This is an optimization exercise on Yosys and OpenROAD, whose aim is small area and a short achievable clock period, not a production implementation.
The RTL was checked by simulation tests, not by an equivalence proof against the original design.
No activity file was given, so power comes from the tool's default toggle rates. The flow treats the clock pin as an ideal source, which a real chip does not have.

==> design/flow/design.v <==
module onchip_16_pulse (
	input             clock,
	input             we,
	input      [4:0]  ip,
	input      [31:0] data,
	input      [4:0]  pa,
	output reg [31:0] q
);
	reg [1023:0] ring;
	function is_ins(input integer p);
		is_ins = (p == 0) || (p == 7) || (p == 14) || (p == 20) || (p == 26);
	endfunction
	integer i;
	always @ (posedge clock) begin
		for (i = 0; i < 32; i = i + 1) begin
			if (is_ins(i) && we && ip == i)
				ring[i*32 +: 32] <= data;
			else
				ring[i*32 +: 32] <= ring[((i+1)%32)*32 +: 32];
		end
		q <= ring[pa*32 +: 32];
	end
endmodule
module streamer16p #(
	parameter         ID = 0
)(
	input             iNRST,
	input             iCLK,
	input      [31:0] iTIME_COUNTER,
	input             iSEL_WAVE,      
	input             iSEL_INIT,      
	input             iSEL_VAL,       
	input             iMODE_IDLE,
	input             iMODE_TO_INIT,  
	input             iT_RISE,        
	input             iT_FALL,        
	input             iV_RISE,        
	input             iWIN,           
	input             iWIN_LATE,      
	input      [4:0]  iG,             
	input      [31:0] iDATA_TIME,
	input             iDATA_CH_VAL,
	output            oWAVEFORM
);
localparam ST_IDLE = 3'd0, ST_SET = 3'd1, ST_TO_CHANGE = 3'd2,
           ST_BUF0 = 3'd3, ST_BUF1 = 3'd4;
reg [4:0]  IndexMax, IndexR, IndexW;
reg        InitQ, Q;
reg [2:0]  St;
reg [4:0]  PA;
wire [31:0] TimeToChange;
wire [4:0] Index = iSEL_WAVE ? IndexW : IndexR;
wire [4:0] Tgt   = iWIN_LATE ? IndexMax : IndexW;
onchip_16_pulse mem(
	.clock(iCLK),
	.we   (iSEL_WAVE & iWIN),
	.ip   (Tgt + iG - 5'd1),
	.data (iDATA_TIME),
	.pa   (PA),
	.q    (TimeToChange)
);
always @ (posedge iCLK)
	PA <= Index + iG - 5'd1;
assign oWAVEFORM = Q;
always @ (negedge iNRST or posedge iCLK) begin
	if (!iNRST) begin
		IndexMax <= 0;
		IndexR   <= 0;
		IndexW   <= 0;
		InitQ    <= 1'b0;
		Q        <= 1'b0;
		St       <= ST_IDLE;
	end
	else begin
		if (iSEL_WAVE) begin
			if (iT_RISE) IndexMax <= IndexW;
			if (iT_FALL) IndexW <= IndexW + 1'b1;
		end
		else
			IndexW <= 0;
		if (iSEL_INIT && iV_RISE)
			InitQ <= iDATA_CH_VAL;
		if (iMODE_TO_INIT)
			Q <= InitQ;
		else if (iSEL_VAL && iV_RISE)
			Q <= iDATA_CH_VAL;
		else if (St == ST_BUF0)
			Q <= !Q;
		case (St)
			ST_IDLE:      St <= !iMODE_IDLE ? ST_SET :
			                    (iTIME_COUNTER == TimeToChange) ? ST_TO_CHANGE : ST_IDLE;
			ST_SET:       St <= !iMODE_IDLE ? ST_SET : ST_IDLE;
			ST_TO_CHANGE: St <= ST_BUF0;
			ST_BUF0:      St <= ST_BUF1;
			default:      St <= ST_IDLE;
		endcase
		case (St)
			ST_SET:       IndexR <= IndexMax;
			ST_TO_CHANGE: IndexR <= (IndexR == 0) ? IndexMax : IndexR - 1'b1;
			default:      IndexR <= IndexR;
		endcase
	end
end
endmodule
module SEQ_WAVE_GEN(
	input             iNRST,
	input             iCLK,
	input             iMODE_IDLE,
	input             iMODE_PERIOD,
	input             iMODE_ARM,
	input             iMODE_TO_INIT,    
	input      [7:0]  iSEL_WAVE,
	input      [7:0]  iSEL_INIT,
	input      [7:0]  iSEL_VAL,
	input             iFLAG_TIME_READY,
	input             iFLAG_CH_VAL_READY,
	input      [31:0] iDATA_TIME,
	input             iDATA_CH_VAL,
	input             iTRIG,
	output     [7:0]  oWAVEFORM,
	output reg        oTRIG_SYNC,
	output reg        oARMED,
	output     [3:0]  oTEST
);
localparam CNT_ST_IDLE               = 4'd0;
localparam CNT_ST_ARMED              = 4'd1;
localparam CNT_ST_ARMED_CAUGHT_TRIG  = 4'd2;
localparam CNT_ST_RUN                = 4'd4;
localparam CNT_ST_PERIODIC_RUN       = 4'd5;
localparam CNT_ST_PERIODIC_ZEROING   = 4'd7;
localparam TimeCounterMax = 32'hFFFFFFFF;
reg [3:0]  CounterState, CounterState_next;
reg [31:0] TimeCounter, TimeCounter_next;
reg [31:0] Period;
reg [1:0]  TrigEdgeCatch;
reg [1:0]  FlagTEdgeCatch;
reg [1:0]  FlagVEdgeCatch;
reg [6:0]  OutputSyncTrig;
reg [2:0]  WinCnt;
reg [4:0]  G;
assign oTEST = CounterState;
wire TRise = iFLAG_TIME_READY & ~FlagTEdgeCatch[0];
always @ (*) begin
	case (CounterState)
		CNT_ST_IDLE:
			CounterState_next = iMODE_ARM ? CNT_ST_ARMED : CounterState;
		CNT_ST_ARMED:
			CounterState_next = (!iMODE_IDLE && !iMODE_ARM) ? CNT_ST_IDLE :
			                    (TrigEdgeCatch == 2'b01) ? CNT_ST_ARMED_CAUGHT_TRIG : CNT_ST_ARMED;
		CNT_ST_ARMED_CAUGHT_TRIG:
			CounterState_next = (OutputSyncTrig != 7'd127) ? CNT_ST_ARMED_CAUGHT_TRIG :
			                    (Period != 0) ? CNT_ST_PERIODIC_RUN : CNT_ST_RUN;
		CNT_ST_RUN:
			CounterState_next = !iMODE_IDLE ? CNT_ST_IDLE :
			                    (TimeCounter == TimeCounterMax-1) ? CNT_ST_IDLE : CNT_ST_RUN;
		CNT_ST_PERIODIC_RUN:
			CounterState_next = !iMODE_IDLE ? CNT_ST_IDLE :
			                    (TimeCounter == Period) ? CNT_ST_PERIODIC_ZEROING : CNT_ST_PERIODIC_RUN;
		CNT_ST_PERIODIC_ZEROING:
			CounterState_next = CNT_ST_PERIODIC_RUN;
		default:
			CounterState_next = CNT_ST_IDLE;
	endcase
	case (CounterState)
		CNT_ST_ARMED_CAUGHT_TRIG: TimeCounter_next = 1;
		CNT_ST_RUN:               TimeCounter_next = TimeCounter + 1'b1;
		CNT_ST_PERIODIC_RUN:      TimeCounter_next = TimeCounter + 1'b1;
		CNT_ST_PERIODIC_ZEROING:  TimeCounter_next = 1;
		default:                  TimeCounter_next = TimeCounterMax;
	endcase
end
always @ (negedge iNRST or posedge iCLK) begin
	if (!iNRST) begin
		CounterState   <= CNT_ST_IDLE;
		TimeCounter    <= TimeCounterMax;
		Period         <= 32'd0;
		TrigEdgeCatch  <= 2'b00;
		FlagTEdgeCatch <= 2'b00;
		FlagVEdgeCatch <= 2'b00;
		OutputSyncTrig <= 7'd0;
		WinCnt         <= 3'd0;
		oTRIG_SYNC     <= 1'b0;
		oARMED         <= 1'b0;
	end
	else begin
		CounterState   <= CounterState_next;
		TimeCounter    <= TimeCounter_next;
		TrigEdgeCatch  <= {TrigEdgeCatch[0], iTRIG};
		FlagTEdgeCatch <= {FlagTEdgeCatch[0], iFLAG_TIME_READY};
		FlagVEdgeCatch <= {FlagVEdgeCatch[0], iFLAG_CH_VAL_READY};
		if (iMODE_PERIOD && FlagTEdgeCatch == 2'b01)
			Period <= iDATA_TIME;
		OutputSyncTrig <= (CounterState == CNT_ST_ARMED_CAUGHT_TRIG) ? OutputSyncTrig + 1'b1 : 7'd0;
		WinCnt         <= TRise ? 3'd1 : (WinCnt != 3'd0 && WinCnt != 3'd6) ? WinCnt + 1'b1 : 3'd0;
		oTRIG_SYNC     <= (CounterState_next == CNT_ST_ARMED_CAUGHT_TRIG);
		oARMED         <= (CounterState_next == CNT_ST_ARMED);
	end
end
always @ (posedge iCLK)
	G <= G - 1'b1;
wire Win     = TRise | (WinCnt != 3'd0);
wire WinLate = (WinCnt >= 3'd2);
genvar c;
generate
	for (c = 0; c < 8; c = c + 1) begin : ch
		streamer16p #(.ID(c)) streamer(
			.iNRST        (iNRST),
			.iCLK         (iCLK),
			.iTIME_COUNTER(TimeCounter),
			.iSEL_WAVE    (iSEL_WAVE[c]),
			.iSEL_INIT    (iSEL_INIT[c]),
			.iSEL_VAL     (iSEL_VAL[c]),
			.iMODE_IDLE   (iMODE_IDLE),
			.iMODE_TO_INIT(iMODE_TO_INIT),
			.iT_RISE      (FlagTEdgeCatch == 2'b01),
			.iT_FALL      (FlagTEdgeCatch == 2'b10),
			.iV_RISE      (FlagVEdgeCatch == 2'b01),
			.iWIN         (Win),
			.iWIN_LATE    (WinLate),
			.iG           (G),
			.iDATA_TIME   (iDATA_TIME),
			.iDATA_CH_VAL (iDATA_CH_VAL),
			.oWAVEFORM    (oWAVEFORM[c])
		);
	end
endgenerate
endmodule
module wavegen_core(
	input         clk,
	input         rst_n,
	input  [7:0]  mode,
	input         flag_time,
	input         flag_val,
	input  [7:0]  channel,
	input  [31:0] data_time,
	input         data_val,
	input         trig,
	output [7:0]  waveform,
	output        trig_sync,
	output        armed,
	output [3:0]  state
);
reg                ModeIdle, ModePeriod, ModeArm, ModeToInit;
reg  [7:0]         SelWave, SelInit, SelVal;
reg                FlagTimeReady;
reg                FlagChValueReady;
reg  [31:0]        DataTime;
reg                DataChValue;
wire [7:0] ChDec = (channel[7:3] == 5'd0) ? (8'd1 << channel[2:0]) : 8'd0;
always @ (posedge clk or negedge rst_n) begin
	if (!rst_n) begin
		ModeIdle         <= 1'b1;
		ModePeriod       <= 1'b0;
		ModeArm          <= 1'b0;
		ModeToInit       <= 1'b0;
		SelWave          <= 8'h00;
		SelInit          <= 8'h00;
		SelVal           <= 8'h00;
		FlagTimeReady    <= 1'b0;
		FlagChValueReady <= 1'b0;
	end
	else begin
		ModeIdle         <= (mode == 8'h00);
		ModePeriod       <= (mode == 8'h01);
		ModeArm          <= (mode == 8'h80);
		ModeToInit       <= (mode == 8'h80) || (mode == 8'h81);
		SelWave          <= (mode == 8'h02) ? ChDec : 8'h00;
		SelInit          <= (mode == 8'h03) ? ChDec : 8'h00;
		SelVal           <= (mode == 8'h04) ? ChDec : 8'h00;
		FlagTimeReady    <= flag_time;
		FlagChValueReady <= flag_val;
	end
end
always @ (posedge clk) begin
	DataTime    <= data_time;
	DataChValue <= data_val;
end
SEQ_WAVE_GEN seq_wave_gen0(
	.iNRST             (rst_n),
	.iCLK              (clk),
	.iMODE_IDLE        (ModeIdle),
	.iMODE_PERIOD      (ModePeriod),
	.iMODE_ARM         (ModeArm),
	.iMODE_TO_INIT     (ModeToInit),
	.iSEL_WAVE         (SelWave),
	.iSEL_INIT         (SelInit),
	.iSEL_VAL          (SelVal),
	.iFLAG_TIME_READY  (FlagTimeReady),
	.iFLAG_CH_VAL_READY(FlagChValueReady),
	.iDATA_TIME        (DataTime),
	.iDATA_CH_VAL      (DataChValue),
	.iTRIG             (trig),
	.oWAVEFORM         (waveform),
	.oTRIG_SYNC        (trig_sync),
	.oARMED            (armed),
	.oTEST             (state)
);
endmodule
==> design/flow/run.sh <==
#!/bin/bash
# synth_recipe.tcl (not shown) runs the flow's synth.tcl, then flattens the netlist and writes it again
# the make line also repeats each setting of config.mk as NAME=value (left out here)
make -C /OpenROAD-flow-scripts/flow DESIGN_CONFIG=/design/flow/config.mk WORK_HOME=/design/flow/orfs CLKGATE_MAP_FILE= SYNTH_SCRIPT=/design/flow/synth_recipe.tcl finish
==> design/flow/config.mk <==
export PLATFORM = sky130hd
export DESIGN_NAME = wavegen_core
export DESIGN_NICKNAME = wavegen_core
export VERILOG_FILES = /design/flow/design.v
export SDC_FILE = /design/flow/constraint.sdc
export NUM_CORES = 4
export LEC_CHECK = 0
export CAP_MARGIN = 30
export CORE_MARGIN = 2
export CORE_UTILIZATION = 50
export PLACE_DENSITY = 0.6
export SLEW_MARGIN = 45
==> design/flow/constraint.sdc <==
create_clock -name core_clock -period 7.0 [get_ports {clk}]
set_input_delay 1.4000 -clock core_clock [delete_from_list [all_inputs] [get_ports {clk}]]
set_output_delay 1.4000 -clock core_clock [all_outputs]
set_load 0.01 [all_outputs]
==> impl_metrics.ini, run 1 <==
[timing]
maxSlewHeadroom_pct = 38.0
layout_worst_path_cycle_share_pct = 75.3
setup_total_negative_slack_ns = 0
setup_repair_after_global_routing_missed_its_margin = false
hold_viol_final = 0
final.min_clock_period_ns = 5.27
max_clk_rate_ghz = 0.190
final-setup-viol-count = 0
worst_pin_slew_ns = 0.926
worst_slack_ns = 1.73
worst_clock_skew_ns = 0.0676
final-max-slew-violation-count = 0

[power]
ir_worst_vdd_v = 0.000265
switching_fraction_of_total_power_pct = 20.7
power.share.sequential_pct = 51.6
power_frac_clock_pct = 47.6
cell_internal_pwr_uw = 77300
combPwrFrac_pct = 0.8
total_leakage_power_uw = 0.124
net-switching-power_uw = 20200
power_per_cell_area_nw_per_um2 = 313

[final_layout]
synthToLayoutAreaGrowth_pct = 13.8
final_layout_size_suffix_gt1_share_pct = 32.2
filler_cell_count_in_the_final_layout = 42500
nets = 18200

[synth]
yosysMostFrequentCell = sky130_fd_sc_hd__dfxtp_1
synth_cells = 18000
yosys_warnings = 11
synth.mux.area_fraction_pct = 24.7
yosysSeqAreaShare_pct = 64.9
syn_area_um2 = 274000
yosys_register_bits = 8802
synth-adder-area-share_pct = 0.734
synth_top_family_by_area = multiplexers
synth_top_cells_by_area = sky130_fd_sc_hd__dfxtp_1 (62%), sky130_fd_sc_hd__mux4_2 (13%), sky130_fd_sc_hd__mux2_2 (9.5%)
synthDominantCellAreaShare_pct = 62.4
synth_area_leader_cell = sky130_fd_sc_hd__dfxtp_1
syn_avg_cell_area_um2 = 15.2
yosys_most_used_dff = sky130_fd_sc_hd__dfxtp_1
synth_nets = 18200
number_of_enable_type_register_cells_in_the_synthesized_netlist = 0
post_synth_and_or_nand_nor_area_fraction_pct = 1.84
synth.top_cells.by_count = sky130_fd_sc_hd__dfxtp_1 (8526), sky130_fd_sc_hd__mux2_2 (2318), sky130_fd_sc_hd__mux4_2 (1536), sky130_fd_sc_hd__clkbuf_1 (758), sky130_fd_sc_hd__mux2i_1 (598)
async_flop_share_pct = 3.14
synthDistinctLibCells = 69
synth_xor_area_share_pct = 1.35
synth_compound_area_share_pct = 4.37

[flow_run]
cap_viol_max_count = 0

[worst_setup_path]
cp_data_arrival_time_ns = 6.25
timing.critical_path.fanout_max = 22
crit_slowest_cell = sky130_fd_sc_hd__nor2_4
cp_data_required_time_ns = 7.98
critPathMaxStageDelay_ns = 0.65
setup.worst_path.class = reg2reg
worst_setup_path_end_kind = flip-flop
worstPathCellList = buf_4, nor2_4, buf_12, mux2i_1, ha_1, inv_1, ha_1, fa_1, xor2_1, a2111oi_0, nand2_1, a21oi_4, buf_4, mux2_2
setup.worst_path.start_class = flip-flop

[cts]
htree_num_levels = 6
clock_insertion_delay_worst_skew_ns = 1.16
cts_root_buf = sky130_fd_sc_hd__clkbuf_16
cts.repair_timing.setup_buffer_count = 0
cts_hold_buf = 0
cts-root-to-sink-buffers = 4
cts-resized-gates = 0
clk_slew_on_worst_s_h_paths_ns = 0.06
tritoncts = built
cts.sink_count = 8802
cts-buffers-inserted = 836

[floorplanning]
initial_core_util_pct = 50.2
top_level_ports = 68
std_cell_rows = 271
placeable_core_region_um2 = 545000
die_height_um = 744
die_w_um = 744
full_die_area_um2 = 553000

[grt]
grt_pass1_vias = 151000
grt.total_usage_pct = 24.6
maximum_number_of_pins_on_one_net_before_global_route_repair = 136
antenna_found_initial = 69
overall_overflow_remaining_after_global_route = 0
wire_length_of_the_first_global_routing_pass_um = 1020000

[status]
run_status = timing/DRC/antenna clean

[detailed_routing]
vias = 145000
drt_first_iter_violations = 9887
routed_via_density = 5.57
routedWlPerCell_um = 26.6
drcViolationCount = 0
drt.antenna.violating_nets = 0
wirelength_um = 691000
drt_first_pass_iters = 6

[placement]
place.detailed.hpwl_um = 416000
dp_slack_ns = 1.75
place_congestion = 0.811
place.port_buffers = 67

[min_path]
hold_path.class = in2async
cells in the final DEF (no fill, tap or decap), types with 56 or more instances in the layout:
master                            netlist  routed
sky130_fd_sc_hd__bufinv_16              0      59
sky130_fd_sc_hd__o21ai_0              104     102
sky130_fd_sc_hd__nand4_1               82      82
sky130_fd_sc_hd__ha_1                 135     135
sky130_fd_sc_hd__dfxtp_1             8526    8453
sky130_fd_sc_hd__a21oi_1              580     572
sky130_fd_sc_hd__mux2i_1              598     593
sky130_fd_sc_hd__mux2_2              2318    2318
sky130_fd_sc_hd__buf_4                 20     210
sky130_fd_sc_hd__clkbuf_16              0     853
sky130_fd_sc_hd__o211ai_1             258     258
sky130_fd_sc_hd__clkbuf_8               0     219
sky130_fd_sc_hd__inv_1                165     164
sky130_fd_sc_hd__clkinv_2               0     146
sky130_fd_sc_hd__nor2_1               112     104
sky130_fd_sc_hd__mux4_2              1536    1536
sky130_fd_sc_hd__a221o_1              256     256
sky130_fd_sc_hd__clkbuf_1             758     193
sky130_fd_sc_hd__nand2_1              127     119
sky130_fd_sc_hd__dfrtp_1              243     242
sky130_fd_sc_hd__xor2_1               212     212
sky130_fd_sc_hd__dfxtp_4                0      72
sky130_fd_sc_hd__or2_2                264     264
sky130_fd_sc_hd__mux2_1                56      56
sky130_fd_sc_hd__o22ai_1              256     256
sky130_fd_sc_hd__xnor2_1              209     209
sky130_fd_sc_hd__a31oi_1              271     271
sky130_fd_sc_hd__clkdlybuf4s50_1        0      65
area by class of cell:
type | count | area (µm²) | share of cell area, %
Multi-Input combinational cell | 7798 | 90900 | 29.2
Inverter | 165 | 619 | 0.199
Clock buffer | 1265 | 25100 | 8.05
Sequential cell | 8802 | 178000 | 57.1
Clock inverter | 279 | 3680 | 1.18
Tap cell | 7234 | 9050 | 2.91
Timing Repair Buffer | 389 | 4160 | 1.34
Antenna cell | 25 | 62.6 | 0.0201
final timing paths:
kind	depth (start not counted)	startpoint	slack, ns	to
setup / recovery	14	seq_wave_gen0.WinCnt[2]	1.73	seq_wave_gen0.ch[2].streamer.mem.ring[643]
hold / removal	1	rst_n	0.16	seq_wave_gen0.FlagVEdgeCatch[0]
setup reg to reg	14	seq_wave_gen0.WinCnt[2]	1.73	seq_wave_gen0.ch[2].streamer.mem.ring[643]
hold reg to reg	0	seq_wave_gen0.ch[4].streamer.mem.ring[578]	0.30	seq_wave_gen0.ch[4].streamer.mem.ring[546]
max in group asynchronous	4	rst_n	5.39	seq_wave_gen0.ch[0].streamer.St[1]
min in group core_clock	0	seq_wave_gen0.ch[4].streamer.mem.ring[578]	0.30	seq_wave_gen0.ch[4].streamer.mem.ring[546]
logic make-up after synthesis:
logic type | count (synthesis)
simple gates | 891
xor+xnor | 422
fa+ha+maj | 151
buf+inv | 1362
flops | 8802
other cells | 1
compound gates | 1810
mux | 4523
through the flow:
| stage | total power [µW] | hold WS [ns] | cell area (µm²) | std cells | utilization (%) |
|---|---|---|---|---|---|
| finish | 97500 | 0.163 | 311000 | 26000 | 57.2 |
| global route | 100000 | 0.141 | 311000 | 25900 | 57.1 |
| CTS | 98300 | 0.0679 | 311000 | 25900 | 57.1 |
| detailed placement | 52200 | 0.331 | 282000 | 24400 | 51.8 |
| global placement | 52200 | 0.327 | 281000 | 24300 | 51.6 |
| floorplan | 51700 | 0.326 | 274000 | 18000 | - |
sequential cells by signal, summed over array words and instances (netlist names), 24 cells and up:
signal                              flops
seq_wave_gen0.ch.streamer.PA           40
seq_wave_gen0.ch.streamer.mem.q       256
seq_wave_gen0.Period                   32
seq_wave_gen0.ch.streamer.IndexR       40
DataTime                               32
seq_wave_gen0.TimeCounter              32
seq_wave_gen0.ch.streamer.IndexW       40
seq_wave_gen0.ch.streamer.St           24
seq_wave_gen0.ch.streamer.IndexMax     40
seq_wave_gen0.ch.streamer.mem.ring   8192
per-layer routing:
layer / share of wire, % / routed length, µm / track usage (%) / vias up
li1: - / - / - / 65600
met1: 47 / 324000 / 35.6 / 74800
met2: 45 / 313000 / 38.7 / 3337
met3: 5.1 / 35600 / 3.71 / 959
met4: 2.7 / 18500 / 6.80 / 14
met5: 0.019 / 132 / 0 / -
worst max-delay path, delay by kind of cell, from the launching register on:
family | cells | cell delay, ns
buffers and inverters | 4 | 1.11
xor gates and xnor gates | 1 | 0.21
muxes | 2 | 0.52
AOI/OAI and AO/OA | 2 | 1.10
DFF | 1 | 0.36
and+or+nand+nor | 2 | 0.85
adders and majority gates | 3 | 0.92
power by group through the flow:
| stage | sequential, µW | clock, µW | combinational, µW |
|---|---|---|---|
| finish | 50300 | 46400 | 814 |
| detailed placement | 51400 | 0 | 819 |
| CTS | 50300 | 47200 | 820 |
| floorplan | 51300 | 0 | 399 |
| global route | 50300 | 49300 | 839 |
| global placement | 51400 | 0 | 802 |
==> run 2, diff against run 1 <==
--- a/design/flow/design.v
+++ b/design/flow/design.v
@@ -2,6 +2,5 @@
 	input             clock,
-	input             we,
-	input      [4:0]  ip,
+	input      [3:0]  ins,
 	input      [31:0] data,
-	input      [4:0]  pa,
+	input      [31:0] sel,    
 	output reg [31:0] q
@@ -9,9 +8,11 @@
 	reg [1023:0] ring;
-	function is_ins(input integer p);
-		is_ins = (p == 0) || (p == 7) || (p == 14) || (p == 20) || (p == 26);
-	endfunction
 	integer i;
+	always @ (*) begin
+		q = 32'd0;
+		for (i = 0; i < 32; i = i + 1)
+			q = q | (ring[i*32 +: 32] & {32{sel[i]}});
+	end
 	always @ (posedge clock) begin
 		for (i = 0; i < 32; i = i + 1) begin
-			if (is_ins(i) && we && ip == i)
+			if (i % 8 == 0 && ins[i / 8])
 				ring[i*32 +: 32] <= data;
@@ -20,3 +21,2 @@
 		end
-		q <= ring[pa*32 +: 32];
 	end
@@ -37,5 +37,5 @@
 	input             iV_RISE,        
-	input             iWIN,           
-	input             iWIN_LATE,      
-	input      [4:0]  iG,             
+	input             iWIN_N,         
+	input             iWIN_LATE_N,    
+	input      [4:0]  iG_M2,          
 	input      [31:0] iDATA_TIME,
@@ -47,19 +47,35 @@
 reg [4:0]  IndexMax, IndexR, IndexW;
-reg        InitQ, Q;
+reg        InitQ, Q, QOut;    
 reg [2:0]  St;
-reg [4:0]  PA;
+reg [4:0]  PIdx;
+reg [31:0] PSel;
+reg [3:0]  InsEn;
 wire [31:0] TimeToChange;
 wire [4:0] Index = iSEL_WAVE ? IndexW : IndexR;
-wire [4:0] Tgt   = iWIN_LATE ? IndexMax : IndexW;
+wire [4:0] TgtN  = iWIN_LATE_N ? IndexMax : IndexW;
+wire [4:0] IpN   = TgtN + iG_M2;
 onchip_16_pulse mem(
 	.clock(iCLK),
-	.we   (iSEL_WAVE & iWIN),
-	.ip   (Tgt + iG - 5'd1),
+	.ins  (InsEn),
 	.data (iDATA_TIME),
-	.pa   (PA),
+	.sel  (PSel),
 	.q    (TimeToChange)
 );
-always @ (posedge iCLK)
-	PA <= Index + iG - 5'd1;
-assign oWAVEFORM = Q;
+always @ (posedge iCLK) begin
+	PIdx   <= Index + iG_M2;
+	PSel   <= 32'd1 << PIdx;
+	InsEn <= (iSEL_WAVE && iWIN_N && IpN[2:0] == 3'd0) ? (4'd1 << IpN[4:3]) : 4'd0;
+end
+assign oWAVEFORM = QOut;
+reg Q_next;
+always @ (*) begin
+	if (iMODE_TO_INIT)
+		Q_next = InitQ;
+	else if (iSEL_VAL && iV_RISE)
+		Q_next = iDATA_CH_VAL;
+	else if (St == ST_BUF0)
+		Q_next = !Q;
+	else
+		Q_next = Q;
+end
 always @ (negedge iNRST or posedge iCLK) begin
@@ -71,2 +87,3 @@
 		Q        <= 1'b0;
+		QOut     <= 1'b0;
 		St       <= ST_IDLE;
@@ -82,8 +99,4 @@
 			InitQ <= iDATA_CH_VAL;
-		if (iMODE_TO_INIT)
-			Q <= InitQ;
-		else if (iSEL_VAL && iV_RISE)
-			Q <= iDATA_CH_VAL;
-		else if (St == ST_BUF0)
-			Q <= !Q;
+		Q    <= Q_next;
+		QOut <= Q_next;
 		case (St)
@@ -114,2 +127,3 @@
 	input      [7:0]  iSEL_VAL,
+	input             iFLAG_TIME_PORT,   
 	input             iFLAG_TIME_READY,
@@ -133,3 +147,7 @@
 reg [31:0] TimeCounter, TimeCounter_next;
-reg [31:0] Period;
+reg [31:0] PeriodM1;    
+reg        PeriodNZ;    
+reg        EqPeriod;    
+reg        EqMax;       
+reg [3:0]  StateOut;    
 reg [1:0]  TrigEdgeCatch;
@@ -140,4 +158,5 @@
 reg [4:0]  G;
-assign oTEST = CounterState;
-wire TRise = iFLAG_TIME_READY & ~FlagTEdgeCatch[0];
+reg        WinLateN;
+assign oTEST = StateOut;
+wire TRiseEarly = iFLAG_TIME_PORT & ~iFLAG_TIME_READY;
 always @ (*) begin
@@ -151,9 +170,9 @@
 			CounterState_next = (OutputSyncTrig != 7'd127) ? CNT_ST_ARMED_CAUGHT_TRIG :
-			                    (Period != 0) ? CNT_ST_PERIODIC_RUN : CNT_ST_RUN;
+			                    PeriodNZ ? CNT_ST_PERIODIC_RUN : CNT_ST_RUN;
 		CNT_ST_RUN:
 			CounterState_next = !iMODE_IDLE ? CNT_ST_IDLE :
-			                    (TimeCounter == TimeCounterMax-1) ? CNT_ST_IDLE : CNT_ST_RUN;
+			                    EqMax ? CNT_ST_IDLE : CNT_ST_RUN;
 		CNT_ST_PERIODIC_RUN:
 			CounterState_next = !iMODE_IDLE ? CNT_ST_IDLE :
-			                    (TimeCounter == Period) ? CNT_ST_PERIODIC_ZEROING : CNT_ST_PERIODIC_RUN;
+			                    EqPeriod ? CNT_ST_PERIODIC_ZEROING : CNT_ST_PERIODIC_RUN;
 		CNT_ST_PERIODIC_ZEROING:
@@ -175,3 +194,7 @@
 		TimeCounter    <= TimeCounterMax;
-		Period         <= 32'd0;
+		PeriodM1       <= 32'hFFFFFFFF;
+		PeriodNZ       <= 1'b0;
+		EqPeriod       <= 1'b0;
+		EqMax          <= 1'b0;
+		StateOut       <= CNT_ST_IDLE;
 		TrigEdgeCatch  <= 2'b00;
@@ -181,2 +204,3 @@
 		WinCnt         <= 3'd0;
+		WinLateN       <= 1'b0;
 		oTRIG_SYNC     <= 1'b0;
@@ -190,6 +214,13 @@
 		FlagVEdgeCatch <= {FlagVEdgeCatch[0], iFLAG_CH_VAL_READY};
-		if (iMODE_PERIOD && FlagTEdgeCatch == 2'b01)
-			Period <= iDATA_TIME;
+		StateOut       <= CounterState_next;
+		if (iMODE_PERIOD && FlagTEdgeCatch == 2'b01) begin
+			PeriodM1 <= iDATA_TIME - 1'b1;
+			PeriodNZ <= (iDATA_TIME != 32'd0);
+		end
+		EqPeriod       <= (CounterState == CNT_ST_RUN || CounterState == CNT_ST_PERIODIC_RUN) ?
+		                  (TimeCounter == PeriodM1) : (PeriodM1 == 32'd0);
+		EqMax          <= (TimeCounter == TimeCounterMax-2);
 		OutputSyncTrig <= (CounterState == CNT_ST_ARMED_CAUGHT_TRIG) ? OutputSyncTrig + 1'b1 : 7'd0;
-		WinCnt         <= TRise ? 3'd1 : (WinCnt != 3'd0 && WinCnt != 3'd6) ? WinCnt + 1'b1 : 3'd0;
+		WinCnt         <= TRiseEarly ? 3'd1 : (WinCnt != 3'd0) ? WinCnt + 1'b1 : 3'd0;
+		WinLateN       <= (WinCnt >= 3'd2);
 		oTRIG_SYNC     <= (CounterState_next == CNT_ST_ARMED_CAUGHT_TRIG);
@@ -200,4 +231,3 @@
 	G <= G - 1'b1;
-wire Win     = TRise | (WinCnt != 3'd0);
-wire WinLate = (WinCnt >= 3'd2);
+wire WinN     = TRiseEarly | (WinCnt != 3'd0);
 genvar c;
@@ -217,5 +247,5 @@
 			.iV_RISE      (FlagVEdgeCatch == 2'b01),
-			.iWIN         (Win),
-			.iWIN_LATE    (WinLate),
-			.iG           (G),
+			.iWIN_N       (WinN),
+			.iWIN_LATE_N  (WinLateN),
+			.iG_M2        (G),
 			.iDATA_TIME   (iDATA_TIME),
@@ -287,2 +317,3 @@
 	.iSEL_VAL          (SelVal),
+	.iFLAG_TIME_PORT   (flag_time),
 	.iFLAG_TIME_READY  (FlagTimeReady),
--- a/design/flow/config.mk
+++ b/design/flow/config.mk
@@ -9,4 +9,7 @@
 export CORE_MARGIN = 2
-export CORE_UTILIZATION = 50
-export PLACE_DENSITY = 0.6
+export CORE_UTILIZATION = 68
+export CTS_CLUSTER_DIAMETER = 100
+export CTS_CLUSTER_SIZE = 30
+export PLACE_DENSITY = 0.78
+export SETUP_SLACK_MARGIN = 3.9
 export SLEW_MARGIN = 45
==> impl_metrics.ini, run 2 <==
[placement]
place.detailed.hpwl_um = 476000
place.port_buffers = 67
dp.cells = 22700
place_congestion = 0.946
dp_slack_ns = 3.56

[synth]
synth_compound_area_share_pct = 14.1
async_flop_share_pct = 3.17
synth.top_cells.by_count = sky130_fd_sc_hd__dfxtp_1 (8558), sky130_fd_sc_hd__a22oi_1 (2778), sky130_fd_sc_hd__mux2_2 (1104), sky130_fd_sc_hd__clkbuf_1 (797), sky130_fd_sc_hd__nand4_1 (701)
yosysSeqAreaShare_pct = 71.9
synth_cells = 18600
synth.mux.area_fraction_pct = 5.14
synth_top_family_by_area = compound AO/OA/AOI/OAI gates
yosysMostFrequentCell = sky130_fd_sc_hd__dfxtp_1
synthDistinctLibCells = 66
synth_nets = 18700
syn_avg_cell_area_um2 = 13.4
yosys_most_used_dff = sky130_fd_sc_hd__dfxtp_1
synth_xor_area_share_pct = 1.35
number_of_enable_type_register_cells_in_the_synthesized_netlist = 0
synthDominantCellAreaShare_pct = 69.0
post_synth_and_or_nand_nor_area_fraction_pct = 5.10
syn_area_um2 = 248000
synth_top_cells_by_area = sky130_fd_sc_hd__dfxtp_1 (69%), sky130_fd_sc_hd__a22oi_1 (8.4%), sky130_fd_sc_hd__mux2_2 (5.0%)
synth-adder-area-share_pct = 0.568
synth_area_leader_cell = sky130_fd_sc_hd__dfxtp_1
yosys_warnings = 11
yosys_register_bits = 8838

[timing]
layout_worst_path_cycle_share_pct = 44.7
setup_repair_after_global_routing_missed_its_margin = false
maxSlewHeadroom_pct = 40.5
final-max-slew-violation-count = 0
final-setup-viol-count = 0
hold_ws_ns = 0.276
final.min_clock_period_ns = 3.13
worst_slack_ns = 3.87
max_clk_rate_ghz = 0.319
hold_viol_final = 0
worst_clock_skew_ns = 0.0452
worst_pin_slew_ns = 0.892
setup_total_negative_slack_ns = 0

[detailed_routing]
wirelength_um = 796000
routed_via_density = 7.09
vias = 164000
drt_first_iter_violations = 26900
drcViolationCount = 0
drt.antenna.violating_nets = 0
routedWlPerCell_um = 34.4
drt_first_pass_iters = 8

[final_layout]
layout_top_registers = seq_wave_gen0.ch.streamer.mem.ring (8192), seq_wave_gen0.ch.streamer.PSel (256)
mostFrequentLayoutCell = sky130_fd_sc_hd__dfxtp_1
final_cell_mix = sky130_fd_sc_hd__dfxtp_1 (8237), sky130_fd_sc_hd__a22oi_1 (2778), sky130_fd_sc_hd__mux2_2 (1104), sky130_fd_sc_hd__nand4_1 (701), sky130_fd_sc_hd__a22o_1 (677)
nets = 18400
post_layout_nonfiller_instances = 23200
final_layout_size_suffix_gt1_share_pct = 13.1
largest_reg_flops = 8192
synthToLayoutAreaGrowth_pct = 6.51
register_with_the_most_flip_flops = seq_wave_gen0.ch.streamer.mem.ring
final_util_pct = 72.9

[floorplanning]
die_height_um = 608
std_cell_rows = 221
initial_core_util_pct = 68.4
full_die_area_um2 = 370000
top_level_ports = 68
die_w_um = 608
placeable_core_region_um2 = 363000

[cts]
tritoncts = built
cts-buffers-inserted = 333
cts-root-to-sink-buffers = 4
htree_num_levels = 5
clock_insertion_delay_worst_skew_ns = 1.02
cts.sink_count = 8838
cts_root_buf = sky130_fd_sc_hd__clkbuf_16
clk_slew_on_worst_s_h_paths_ns = 0.11

[power]
power_frac_clock_pct = 31.7
ir_worst_vdd_v = 0.000212
cell_internal_pwr_uw = 59500
switching_fraction_of_total_power_pct = 20.5
total_leakage_power_uw = 0.101
net-switching-power_uw = 15400
power_per_cell_area_nw_per_um2 = 283
combPwrFrac_pct = 0.7
power.share.sequential_pct = 67.6

[grt]
overall_overflow_remaining_after_global_route = 0
grt.total_usage_pct = 41.4
wire_length_of_the_first_global_routing_pass_um = 1120000
maximum_number_of_pins_on_one_net_before_global_route_repair = 96
antenna_found_initial = 39
grt_pass1_vias = 160000

[min_path]
hold_path.class = in2async

[status]
run_status = timing/DRC/antenna clean

[worst_setup_path]
ff2ff_setup_slack_ns = 3.87
worst_setup_path_end_kind = flip-flop
setup.worst_path.start_class = flip-flop
r2r.worst_path.cells = 9
setup.worst_path.class = reg2reg
timing.critical_path.fanout_max = 24
timing.rr.end = seq_wave_gen0.ch[3].streamer.St[1]
cp_data_required_time_ns = 7.94
r2r-start = seq_wave_gen0.ch[3].streamer.PSel[4]
cp_data_arrival_time_ns = 4.07

[flow_run]
cap_viol_max_count = 0
-- run 2: cell types whose count changed after synthesis, moves of 252 or more --
cell | previous run | this run
sky130_fd_sc_hd__a22oi_1 | 9 | 2778
sky130_fd_sc_hd__mux4_2 | 1536 | 0
sky130_fd_sc_hd__mux2i_1 | 598 | 33
sky130_fd_sc_hd__a21oi_1 | 580 | 80
sky130_fd_sc_hd__nor2_1 | 112 | 463
sky130_fd_sc_hd__a22o_1 | 0 | 677
sky130_fd_sc_hd__or2_2 | 264 | 9
sky130_fd_sc_hd__mux2_2 | 2318 | 1104
sky130_fd_sc_hd__o211ai_1 | 258 | 6
sky130_fd_sc_hd__nand4_1 | 82 | 701
sky130_fd_sc_hd__a221o_1 | 256 | 0
sky130_fd_sc_hd__a221oi_1 | 0 | 663
-- run 2: cells by family after synthesis --
kind of cell	after synthesis
DFF	8838
AOI/OAI and AO/OA	4510
and+or+nand+nor	2368
buffers and inverters	1226
muxes	1137
xor gates and xnor gates	383
adders and majority gates	103
other	1
-- run 2: how the worst max path moves through the flow --
stage | end | cells after the start | from
2_1_floorplan | seq_wave_gen0.ch[0].streamer.InsEn[3] | 11 | seq_wave_gen0.WinLateN
3_3_place_gp | seq_wave_gen0.ch[0].streamer.InsEn[2] | 8 | flag_time
3_5_place_dp | seq_wave_gen0.ch[0].streamer.St[1] | 9 | seq_wave_gen0.ch[0].streamer.PSel[15]
4_1_cts | state[3] | 1 | seq_wave_gen0.CounterState[3]
5_1_grt | state[2] | 1 | seq_wave_gen0.CounterState[2]
6_report | seq_wave_gen0.ch[3].streamer.St[1] | 9 | seq_wave_gen0.ch[3].streamer.PSel[4]
-- run 2: through the flow --
stage / total power (µW) / area, µm²
6_report: 74900 / 264000
5_1_grt: 76400 / 264000
4_1_cts: 74700 / 264000
3_5_place_dp: 52300 / 255000
3_3_place_gp: 52300 / 254000
2_1_floorplan: 51800 / 248000
-- run 2: critical path: stages (launching register included) --
cell and delay, ns:
sky130_fd_sc_hd__dfxtp_2 0.44, sky130_fd_sc_hd__buf_4 0.35, sky130_fd_sc_hd__a22o_1 0.30, sky130_fd_sc_hd__a221oi_1 0.24, sky130_fd_sc_hd__nand4_1 0.12, sky130_fd_sc_hd__nor3_1 0.65, sky130_fd_sc_hd__xnor2_1 0.12, sky130_fd_sc_hd__nor4_1 0.46
sky130_fd_sc_hd__nand3_1 0.15, sky130_fd_sc_hd__o21ai_1 0.18
-- run 2: what timing repair did --
item / 4_1_cts / 5_1_grt
gates resized for setup: 88 / 82
pin swaps: 0 / 4
hold buffers: 0 / 0
gates cloned: 0 / 0
setup endpoints to repair: 26 / 26
setup buffers: 9 / 8
-- run 2: power by group through the flow --
stage	clock [µW]	sequential, µW	combinational, µW
global route	25200	50600	535
CTS	23600	50600	512
detailed placement	0	51800	510
global placement	0	51800	466
floorplan	0	51600	209
finish	23800	50600	535
-- run 2: layout make-up --
class / instances / area (µm²)
diodes: 20 / 50.0
fillers: 23700 / 98500
well taps: 4794 / 6000
flip-flops and latches: 8838 / 179000
clock inverters: 16 / 204
repair buffers: 503 / 4380
multi-input cells: 8502 / 65500
clock buffers: 382 / 8710
inverters: 110 / 427
-- run 2: metal layers --
metal / global-route usage (%) / part of all wire, % / up-vias
met5: 0.116 / 0.020 / -
met4: 24.9 / 7.2 / 16
met3: 11.7 / 14 / 2746
met2: 60.0 / 42 / 13000
met1: 55.5 / 37 / 80700
li1: - / - / 67700
==> run 3, diff against run 2 <==
--- a/design/flow/design.v
+++ b/design/flow/design.v
@@ -28,3 +28,3 @@
 	input             iCLK,
-	input      [31:0] iTIME_COUNTER,
+	input      [31:0] iTIME_NEXT,     
 	input             iSEL_WAVE,      
@@ -39,3 +39,4 @@
 	input             iWIN_LATE_N,    
-	input      [4:0]  iG_M2,          
+	input      [4:0]  iG,             
+	input      [4:0]  iG1,            
 	input      [31:0] iDATA_TIME,
@@ -49,4 +50,4 @@
 reg [2:0]  St;
-reg [4:0]  PIdx;
 reg [31:0] PSel;
+reg        Match;
 reg [3:0]  InsEn;
@@ -55,3 +56,3 @@
 wire [4:0] TgtN  = iWIN_LATE_N ? IndexMax : IndexW;
-wire [4:0] IpN   = TgtN + iG_M2;
+wire [4:0] IpN   = TgtN + iG;
 onchip_16_pulse mem(
@@ -64,4 +65,3 @@
 always @ (posedge iCLK) begin
-	PIdx   <= Index + iG_M2;
-	PSel   <= 32'd1 << PIdx;
+	PSel   <= 32'd1 << (Index + iG1);
 	InsEn <= (iSEL_WAVE && iWIN_N && IpN[2:0] == 3'd0) ? (4'd1 << IpN[4:3]) : 4'd0;
@@ -89,4 +89,6 @@
 		St       <= ST_IDLE;
+		Match    <= 1'b0;
 	end
 	else begin
+		Match <= (iTIME_NEXT == TimeToChange);
 		if (iSEL_WAVE) begin
@@ -103,3 +105,3 @@
 			ST_IDLE:      St <= !iMODE_IDLE ? ST_SET :
-			                    (iTIME_COUNTER == TimeToChange) ? ST_TO_CHANGE : ST_IDLE;
+			                    Match ? ST_TO_CHANGE : ST_IDLE;
 			ST_SET:       St <= !iMODE_IDLE ? ST_SET : ST_IDLE;
@@ -146,4 +148,7 @@
 reg [3:0]  CounterState, CounterState_next;
-reg [31:0] TimeCounter, TimeCounter_next;
-reg [31:0] PeriodM1;    
+reg [31:0] TimePlus1;
+reg [31:0] TimeCounter_next;
+reg        TcInc;       
+reg        TcOne;       
+reg [31:0] Period;
 reg        PeriodNZ;    
@@ -158,2 +163,3 @@
 reg [4:0]  G;
+reg [4:0]  G1;          
 reg        WinLateN;
@@ -182,9 +188,3 @@
 	endcase
-	case (CounterState)
-		CNT_ST_ARMED_CAUGHT_TRIG: TimeCounter_next = 1;
-		CNT_ST_RUN:               TimeCounter_next = TimeCounter + 1'b1;
-		CNT_ST_PERIODIC_RUN:      TimeCounter_next = TimeCounter + 1'b1;
-		CNT_ST_PERIODIC_ZEROING:  TimeCounter_next = 1;
-		default:                  TimeCounter_next = TimeCounterMax;
-	endcase
+	TimeCounter_next = TcInc ? TimePlus1 : TcOne ? 32'd1 : TimeCounterMax;
 end
@@ -193,4 +193,6 @@
 		CounterState   <= CNT_ST_IDLE;
-		TimeCounter    <= TimeCounterMax;
-		PeriodM1       <= 32'hFFFFFFFF;
+		TimePlus1      <= 32'd0;
+		TcInc          <= 1'b0;
+		TcOne          <= 1'b0;
+		Period         <= 32'd0;
 		PeriodNZ       <= 1'b0;
@@ -210,3 +212,5 @@
 		CounterState   <= CounterState_next;
-		TimeCounter    <= TimeCounter_next;
+		TimePlus1      <= TimeCounter_next + 1'b1;
+		TcInc          <= (CounterState_next == CNT_ST_RUN || CounterState_next == CNT_ST_PERIODIC_RUN);
+		TcOne          <= (CounterState_next == CNT_ST_ARMED_CAUGHT_TRIG || CounterState_next == CNT_ST_PERIODIC_ZEROING);
 		TrigEdgeCatch  <= {TrigEdgeCatch[0], iTRIG};
@@ -216,8 +220,7 @@
 		if (iMODE_PERIOD && FlagTEdgeCatch == 2'b01) begin
-			PeriodM1 <= iDATA_TIME - 1'b1;
+			Period   <= iDATA_TIME;
 			PeriodNZ <= (iDATA_TIME != 32'd0);
 		end
-		EqPeriod       <= (CounterState == CNT_ST_RUN || CounterState == CNT_ST_PERIODIC_RUN) ?
-		                  (TimeCounter == PeriodM1) : (PeriodM1 == 32'd0);
-		EqMax          <= (TimeCounter == TimeCounterMax-2);
+		EqPeriod       <= TcInc ? (TimePlus1 == Period) : (Period == 32'd1);
+		EqMax          <= (TimePlus1 == TimeCounterMax-1);
 		OutputSyncTrig <= (CounterState == CNT_ST_ARMED_CAUGHT_TRIG) ? OutputSyncTrig + 1'b1 : 7'd0;
@@ -229,4 +232,6 @@
 end
-always @ (posedge iCLK)
-	G <= G - 1'b1;
+always @ (posedge iCLK) begin
+	G  <= G - 1'b1;
+	G1 <= G;
+end
 wire WinN     = TRiseEarly | (WinCnt != 3'd0);
@@ -238,3 +243,3 @@
 			.iCLK         (iCLK),
-			.iTIME_COUNTER(TimeCounter),
+			.iTIME_NEXT   (TimeCounter_next),
 			.iSEL_WAVE    (iSEL_WAVE[c]),
@@ -249,3 +254,4 @@
 			.iWIN_LATE_N  (WinLateN),
-			.iG_M2        (G),
+			.iG           (G),
+			.iG1          (G1),
 			.iDATA_TIME   (iDATA_TIME),
--- a/design/flow/config.mk
+++ b/design/flow/config.mk
@@ -9,7 +9,7 @@
 export CORE_MARGIN = 2
-export CORE_UTILIZATION = 68
-export CTS_CLUSTER_DIAMETER = 100
-export CTS_CLUSTER_SIZE = 30
-export PLACE_DENSITY = 0.78
-export SETUP_SLACK_MARGIN = 3.9
+export CORE_UTILIZATION = 64
+export CTS_CLUSTER_DIAMETER = 90
+export CTS_CLUSTER_SIZE = 26
+export PLACE_DENSITY = 0.74
+export SETUP_SLACK_MARGIN = 4.1
 export SLEW_MARGIN = 45
==> impl_metrics.ini, run 3 <==
[final_layout]
final_cell_mix = sky130_fd_sc_hd__dfxtp_1 (8196), sky130_fd_sc_hd__a22oi_1 (2465), sky130_fd_sc_hd__mux2_2 (1137), sky130_fd_sc_hd__a22o_1 (839), sky130_fd_sc_hd__a221oi_1 (827)
register_with_the_most_flip_flops = seq_wave_gen0.ch.streamer.mem.ring
filler_cell_count_in_the_final_layout = 26700
mostFrequentLayoutCell = sky130_fd_sc_hd__dfxtp_1
largest_reg_flops = 8192
synthToLayoutAreaGrowth_pct = 8.27
final_layout_size_suffix_gt1_share_pct = 14.2
nets = 18500
layout_top_registers = seq_wave_gen0.ch.streamer.mem.ring (8192), seq_wave_gen0.ch.streamer.PSel (256)
final_util_pct = 69.7

[grt]
overall_overflow_remaining_after_global_route = 0
antenna_found_initial = 66
grt.total_usage_pct = 40.4
wire_length_of_the_first_global_routing_pass_um = 1150000
grt_pass1_vias = 161000
maximum_number_of_pins_on_one_net_before_global_route_repair = 74

[detailed_routing]
routed_via_density = 7.05
drt_first_iter_violations = 26000
vias = 167000
wirelength_um = 826000
drt.antenna.violating_nets = 0
routedWlPerCell_um = 34.9
drt_first_pass_iters = 7
drcViolationCount = 0

[worst_setup_path]
crit_top_cell = sky130_fd_sc_hd__nand4_1
critPathMaxStageDelay_ns = 0.53
setup.worst_path.class = reg2reg
worst_path_dominant_cell_family = simple AND/OR/NAND/NOR gates
worst_setup_path_end_kind = flip-flop
crit_slowest_cell = sky130_fd_sc_hd__dfxtp_2
timing.critical_path.fanout_max = 17
cp_data_required_time_ns = 7.95
ff2ff_setup_slack_ns = 3.92
buffer_and_inverter_count_on_the_worst_path = 1
worstPathCellList = buf_6, a22o_1, a221oi_1, nand4_1, o31a_1, nor4_1, nand4_1, nor4_2
cp_data_arrival_time_ns = 4.03
setup.worst_path.start_class = flip-flop

[synth]
yosysSeqAreaShare_pct = 71.6
yosysMostFrequentCell = sky130_fd_sc_hd__dfxtp_1
synth_cells = 18500
synth_area_leader_cell = sky130_fd_sc_hd__dfxtp_1
yosys_register_bits = 8813
synthDistinctLibCells = 70
yosys_warnings = 11
syn_avg_cell_area_um2 = 13.4
synth_nets = 18700
async_flop_share_pct = 3.29
synth.top_cells.by_count = sky130_fd_sc_hd__dfxtp_1 (8523), sky130_fd_sc_hd__a22oi_1 (2465), sky130_fd_sc_hd__mux2_2 (1137), sky130_fd_sc_hd__a22o_1 (839), sky130_fd_sc_hd__a221oi_1 (829)
syn_area_um2 = 249000
yosys_most_used_dff = sky130_fd_sc_hd__dfxtp_1
synth_top_cells_by_area = sky130_fd_sc_hd__dfxtp_1 (69%), sky130_fd_sc_hd__a22oi_1 (7.4%), sky130_fd_sc_hd__mux2_2 (5.2%)
number_of_enable_type_register_cells_in_the_synthesized_netlist = 0
synthDominantCellAreaShare_pct = 68.6

[cts]
clk_slew_on_worst_s_h_paths_ns = 0.10
cts-buffers-inserted = 378
cts.sink_count = 8813
htree_num_levels = 5
cts-root-to-sink-buffers = 4
cts_root_buf = sky130_fd_sc_hd__clkbuf_16
tritoncts = built
clock_insertion_delay_worst_skew_ns = 1.04

[timing]
maxSlewHeadroom_pct = 39.7
final-max-slew-violation-count = 0
worst_pin_slew_ns = 0.904
layout_worst_path_cycle_share_pct = 44.1
max_clk_rate_ghz = 0.324
hold_viol_final = 0
setup_total_negative_slack_ns = 0
worst_clock_skew_ns = 0.0546
final-setup-viol-count = 0
final.min_clock_period_ns = 3.08
setup_repair_after_global_routing_missed_its_margin = true

[flow_run]
cap_viol_max_count = 0

[power]
power_per_cell_area_nw_per_um2 = 283
total_leakage_power_uw = 0.101
ir_worst_vdd_v = 0.000254

[placement]
place.detailed.hpwl_um = 481000
place.port_buffers = 67
place_congestion = 0.896

[min_path]
hold_path.class = reg2reg

[floorplanning]
full_die_area_um2 = 393000
die_height_um = 627
initial_core_util_pct = 64.4
placeable_core_region_um2 = 386000
top_level_ports = 68
die_w_um = 627
std_cell_rows = 228

[status]
run_status = timing/DRC/antenna clean
==> run 3: changes by cell type after synthesis, sizes merged, moves of 153 or more <==
cell    change
xnor2     -164
a22oi     -313
nand3     -153
a221oi    +166
nor4      +216
a22o      +162
==> run 3: final cells by class <==
cell class / instances / area, µm² / share of cell area (%)
timing repair buffer: 596 / 5980 / 2.22
antenna: 52 / 130 / 0.0483
tap: 5175 / 6470 / 2.41
clock buffer: 435 / 9830 / 3.65
clock inverter: 22 / 343 / 0.127
inverter: 64 / 253 / 0.0939
multi-input combinational: 8520 / 67500 / 25.1
sequential: 8813 / 179000 / 66.4
==> run 3: routing by layer <==
layer	routed length, µm	global-route usage [%]	share of wire [%]	up-vias
met3	108000	10.5	13	2644
met5	292	0	0.035	-
li1	-	-	-	68900
met2	351000	59.7	43	12500
met1	313000	53.9	38	82900
met4	53600	23.4	6.5	42
==> run 3: metrics by stage <==
stage / total power, µW / worst slack [ns] / hold slack [ns] / std cells / cell area, µm²
after floorplan: 51700 / 4.11 / 0.329 / 18500 / 249000
after global placement: 52100 / 2.54 / 0.332 / 23000 / 255000
after detailed placement: 52100 / 2.90 / 0.336 / 23000 / 256000
after CTS: 76000 / 3.84 / 0.318 / 23500 / 267000
after global routing: 77900 / 3.93 / 0.338 / 23600 / 269000
final: 76200 / 3.92 / 0.325 / 23700 / 269000
==> run 3: power by group <==
group          switching, µW  internal [µW]  total [µW]
clock                  15200          10100       25200
sequential               157          50200       50400
combinational            428            167         595
total                  15800          60500       76200
==> run 3: kinds of logic (layout without fill, tap and decap cells) <==
group,after synthesis,count (layout),share of synthesized area [%]
flip-flops,8813,8813,71.6
AO/OA/AOI/OAI,4691,4691,14.8
AND/OR/NAND/NOR,2372,2374,5.30
buffers and inverters,1174,1117,1.82
multiplexers,1170,1170,5.28
XOR/XNOR,182,182,0.641
adder cells (fa/ha/maj),102,102,0.562
other,1,53,0.00151
==> run 3: what timing repair did <==
action / in CTS / in global routing
resized for setup: 237 / 224
gates cloned: 2 / 2
buffers inserted: 58 / 74
hold buffers: 0 / 0
pin swaps: 18 / 53
setup endpoints to repair: 187 / 228
==> run 3: worst reg2reg max path, delay by kind of cell (launching register included) <==
family	cells	cell delay (ns)
and+or+nand+nor	4	1.26
AOI/OAI and AO/OA	3	0.91
DFF	1	0.53
buffers and inverters	1	0.32
==> run 3: final timing paths <==
path | start | end | cells after the start
max reg2reg | seq_wave_gen0.ch[2].streamer.PSel[26] | seq_wave_gen0.ch[2].streamer.Match | 8
min in group asynchronous | rst_n | SelWave[0] | 2
max | seq_wave_gen0.ch[2].streamer.PSel[26] | seq_wave_gen0.ch[2].streamer.Match | 8
min reg2reg | seq_wave_gen0.ch[1].streamer.mem.ring[901] | seq_wave_gen0.ch[1].streamer.mem.ring[869] | 0
min | seq_wave_gen0.ch[1].streamer.mem.ring[901] | seq_wave_gen0.ch[1].streamer.mem.ring[869] | 0
max in group asynchronous | rst_n | seq_wave_gen0.CounterState[0] | 4
==> run 4, diff against run 3 <==
==> design/flow/flow/run.sh (new file) <==
#!/bin/bash
# The standard layout (the standard.sh: standard synthesis, then ORFS to
# finish) with two changes made through ORFS's own variables:
#  - the port buffers are buf_4 cells instead of the smallest buffer ORFS
#    picks (a slow delay cell), so the port paths are not slowed down;
#  - CTS does not add dummy loads to the clock tree.
# The full output of the run goes to flow.log in this folder.
set -euo pipefail
export BUFFER_PORTS_ARGS="-buffer_cell sky130_fd_sc_hd__buf_4"
export CTS_ARGS="-sink_clustering_enable -repair_clock_nets -sink_clustering_size 30 -sink_clustering_max_diameter 100 -dont_use_dummy_load"
bash standard.sh > flow.log 2>&1
==> design/flow/standard.sh (new file) <==
#!/bin/bash
# synth_recipe.tcl (not shown) runs the flow's synth.tcl, then flattens the netlist and writes it again
# the make line also repeats each setting of config.mk as NAME=value (left out here)
make -C /OpenROAD-flow-scripts/flow DESIGN_CONFIG=/design/flow/config.mk WORK_HOME=/design/flow/orfs CLKGATE_MAP_FILE= SYNTH_SCRIPT=/design/flow/synth_recipe.tcl "${@:-finish}"
--- a/design/flow/config.mk
+++ b/design/flow/config.mk
@@ -10,4 +10,4 @@
 export CORE_UTILIZATION = 64
-export CTS_CLUSTER_DIAMETER = 90
-export CTS_CLUSTER_SIZE = 26
+export CTS_CLUSTER_DIAMETER = 100
+export CTS_CLUSTER_SIZE = 30
 export PLACE_DENSITY = 0.74
removed: design/flow/run.sh
==> impl_metrics.ini, run 4 <==
[status]
run_status = timing/DRC/antenna clean

[power]
cell_internal_pwr_uw = 59000
combPwrFrac_pct = 0.9
total_leakage_power_uw = 0.0999
power_per_cell_area_nw_per_um2 = 279
switching_fraction_of_total_power_pct = 20.4
power.total_uw = 74200
power.share.sequential_pct = 67.9
ir_worst_vdd_v = 0.000301
power_frac_clock_pct = 31.2
net-switching-power_uw = 15200

[worst_setup_path]
r2r.worst_path.cells = 8
worst_setup_path_end_kind = flip-flop
r2r-start = seq_wave_gen0.ch[4].streamer.PSel[7]
timing.rr.end = seq_wave_gen0.ch[4].streamer.Match
cp_data_required_time_ns = 7.90
setup.worst_path.start_class = flip-flop
critPathLaunch = seq_wave_gen0.ch[4].streamer.PSel[7]
timing.critical_path.fanout_max = 24
ff2ff_setup_slack_ns = 4.03
setup.worst_path.class = reg2reg
cp_data_arrival_time_ns = 3.87

[cts]
cts-root-to-sink-buffers = 4
cts_root_buf = sky130_fd_sc_hd__clkbuf_16
htree_num_levels = 5
cts.sink_count = 8813
clock_insertion_delay_worst_skew_ns = 1.00
cts-buffers-inserted = 332
clk_slew_on_worst_s_h_paths_ns = 0.11
tritoncts = built

[final_layout]
largest_reg_flops = 8192
mostFrequentLayoutCell = sky130_fd_sc_hd__dfxtp_1
nets = 18400
filler_cell_count_in_the_final_layout = 27000
layout_top_registers = seq_wave_gen0.ch.streamer.mem.ring (8192), seq_wave_gen0.ch.streamer.PSel (256)
register_with_the_most_flip_flops = seq_wave_gen0.ch.streamer.mem.ring
final_cell_mix = sky130_fd_sc_hd__dfxtp_1 (8199), sky130_fd_sc_hd__a22oi_1 (2465), sky130_fd_sc_hd__mux2_2 (1137), sky130_fd_sc_hd__a22o_1 (839), sky130_fd_sc_hd__a221oi_1 (827)
post-route-cell-area_um2 = 266000
post_layout_nonfiller_instances = 23500
final_layout_size_suffix_gt1_share_pct = 13.7
synthToLayoutAreaGrowth_pct = 7.15

[timing]
worst_clock_skew_ns = 0.0792
max_clk_rate_ghz = 0.336
final-max-slew-violation-count = 0
setup_total_negative_slack_ns = 0
worst_pin_slew_ns = 0.892
maxSlewHeadroom_pct = 40.5
final-setup-viol-count = 0
final.min_clock_period_ns = 2.97
setup_repair_after_global_routing_missed_its_margin = true
hold_viol_final = 0
hold_ws_ns = 0.303
layout_worst_path_cycle_share_pct = 42.5

[floorplanning]
die_height_um = 627
placeable_core_region_um2 = 386000
top_level_ports = 68
std_cell_rows = 228
die_w_um = 627
initial_core_util_pct = 64.4
full_die_area_um2 = 393000

[synth]
synth_top_cells_by_area = sky130_fd_sc_hd__dfxtp_1 (69%), sky130_fd_sc_hd__a22oi_1 (7.4%), sky130_fd_sc_hd__mux2_2 (5.2%)
yosys_most_used_dff = sky130_fd_sc_hd__dfxtp_1
syn_area_um2 = 249000
synth_nets = 18700
async_flop_share_pct = 3.29
yosysMostFrequentCell = sky130_fd_sc_hd__dfxtp_1
synthDominantCellAreaShare_pct = 68.6
synthDistinctLibCells = 70
synth_area_leader_cell = sky130_fd_sc_hd__dfxtp_1
yosysSeqAreaShare_pct = 71.6
yosys_register_bits = 8813
synth.top_cells.by_count = sky130_fd_sc_hd__dfxtp_1 (8523), sky130_fd_sc_hd__a22oi_1 (2465), sky130_fd_sc_hd__mux2_2 (1137), sky130_fd_sc_hd__a22o_1 (839), sky130_fd_sc_hd__a221oi_1 (829)
synth_cells = 18500
number_of_enable_type_register_cells_in_the_synthesized_netlist = 0
yosys_warnings = 11
syn_avg_cell_area_um2 = 13.4

[placement]
placed_cell_area_um2 = 256000
place_congestion = 0.902
place.port_buffers = 67
place.detailed.hpwl_um = 474000
dp.cells = 23000

[grt]
overall_overflow_remaining_after_global_route = 0
maximum_number_of_pins_on_one_net_before_global_route_repair = 75
wire_length_of_the_first_global_routing_pass_um = 1140000
antenna_found_initial = 46
grt.total_usage_pct = 40.2
grt_pass1_vias = 161000

[min_path]
min_delay_path_depth = 0
min_from = seq_wave_gen0.ch[0].streamer.mem.ring[942]
min_to = seq_wave_gen0.ch[0].streamer.mem.ring[910]
hold_path.class = reg2reg

[detailed_routing]
routedWlPerCell_um = 34.9
drcViolationCount = 0
drt.antenna.violating_nets = 0
wirelength_um = 820000
vias = 166000
drt_first_iter_violations = 25000
drt_first_pass_iters = 9
routed_via_density = 7.06

[flow_run]
cap_viol_max_count = 0
## run 4: cell count changes in the layout (fill, tap and decap cells not counted), moves of 17 or more
cell / before / now
sky130_fd_sc_hd__buf_4: 323 / 378
sky130_fd_sc_hd__dfxtp_4: 118 / 91
sky130_fd_sc_hd__clkbuf_1: 48 / 0
sky130_fd_sc_hd__clkdlybuf4s50_1: 52 / 0
sky130_fd_sc_hd__diode_2: 52 / 70
sky130_fd_sc_hd__clkbuf_16: 386 / 333
sky130_fd_sc_hd__buf_6: 132 / 115
sky130_fd_sc_hd__dfxtp_2: 209 / 233
## run 4: per-stage QoR
step	utilization (%)	setup WS [ns]
floorplan	-	4.11
global placement	66.0	2.77
detailed placement	66.2	3.09
CTS	68.6	3.98
global route	68.9	3.93
finish	69.0	4.03
## run 4: timing repair
action	CTS	global route
hold buffers	0	0
gates resized for setup	142	123
endpoints found under the setup margin	81	119
hold endpoints to repair	0	0
pin swaps	13	25
buffers inserted	36	53
cloned	2	1
## run 4: worst max-delay path by stage
stage | endpoint | slack (ns) | depth (start not counted)
2_1_floorplan | SelVal[7] | 4.11 | 5
3_3_place_gp | seq_wave_gen0.ch[7].streamer.Match | 2.77 | 6
3_5_place_dp | seq_wave_gen0.TimePlus1[30] | 3.09 | 8
4_1_cts | waveform[2] | 3.98 | 1
5_1_grt | seq_wave_gen0.ch[4].streamer.Match | 3.93 | 8
6_report | seq_wave_gen0.ch[4].streamer.Match | 4.03 | 8
## run 4: cells by family after synthesis
kind of cell / Yosys count / share of synthesized area, %
AO/OA/AOI/OAI: 4691 / 14.8
XOR/XNOR: 182 / 0.641
buffers and inverters: 1174 / 1.82
multiplexers: 1170 / 5.28
flip-flops: 8813 / 71.6
other: 1 / 0.00151
AND/OR/NAND/NOR: 2372 / 5.30
adder cells (fa/ha/maj): 102 / 0.562
## run 4: final cells by class
type / instances / area, µm² / share of cell area [%]
inverter: 64 / 254 / 0.0954
timing repair buffer: 555 / 5360 / 2.01
antenna: 70 / 175 / 0.0658
multi-input combinational: 8519 / 67200 / 25.2
sequential: 8813 / 179000 / 67.0
clock buffer: 332 / 8310 / 3.12
tap: 5175 / 6470 / 2.43
## run 4: critical path, cell delays in order, from the launching register on
cell and delay, ns:
sky130_fd_sc_hd__dfxtp_2 0.46, sky130_fd_sc_hd__buf_4 0.37, sky130_fd_sc_hd__a22o_1 0.29, sky130_fd_sc_hd__a221oi_1 0.27, sky130_fd_sc_hd__nand4_1 0.26, sky130_fd_sc_hd__o31a_1 0.38, sky130_fd_sc_hd__nor4_2 0.47, sky130_fd_sc_hd__nand4_1 0.15
sky130_fd_sc_hd__nor4_1 0.22
## run 4: routing by layer
metal / up-vias / share of wire, % / GRT usage, %
li1: 68700 / - / -
met1: 82700 / 38 / 53.0
met2: 12200 / 43 / 59.7
met3: 2562 / 13 / 10.3
met4: 34 / 6.8 / 24.4
met5: - / 0.033 / 0
## run 4: power by group through the flow
stage | clock network, µW | registers (µW) | logic, µW
floorplan | 0 | 51500 | 222
global route | 24700 | 50400 | 652
finish | 23100 | 50400 | 652
CTS | 23000 | 50400 | 622
detailed placement | 0 | 51600 | 576
global placement | 0 | 51600 | 448

-- re-timing with driven ports --
In the flow no input, the clock included, has a driving cell. The finished layouts below were timed again as built, in two steps.
Step 1 sets driving cells, clkbuf_16 on the clock port and buf_2 on the other inputs (assumed; they add their load-dependent delay and slew).
Step 2 times the ports against the registers' clock, not the clock port: input delays grow and output delays shrink by t, the midpoint of the rising clock arrivals with the driver on.
a / b / c = ideal / step 1 / step 2; a / b = the first two.
run	t (ns)	setup WS [ns]	hold WS [ns]	worst slew at a driven data input, ns	cell pins on the clock port's net
run 1	1.245	1.731 / 1.731 / 1.731	0.163 / 0.114 / 0.301	0.19	1
run 2	1.114	3.870 / 3.807 / 3.522	0.276 / 0.244 / 0.325	0.07	1
run 3	1.124	3.916 / 3.866 / 3.478	0.325 / 0.278 / 0.325	0.09	1
run 4	1.091	4.027 / 3.911 / 3.733	0.303 / 0.303 / 0.303	0.06	1
After both steps every run listed still meets setup and hold. The setup slack of run 3, which loses most, moves by -0.050 ns with the drivers and by -0.438 ns with both steps.
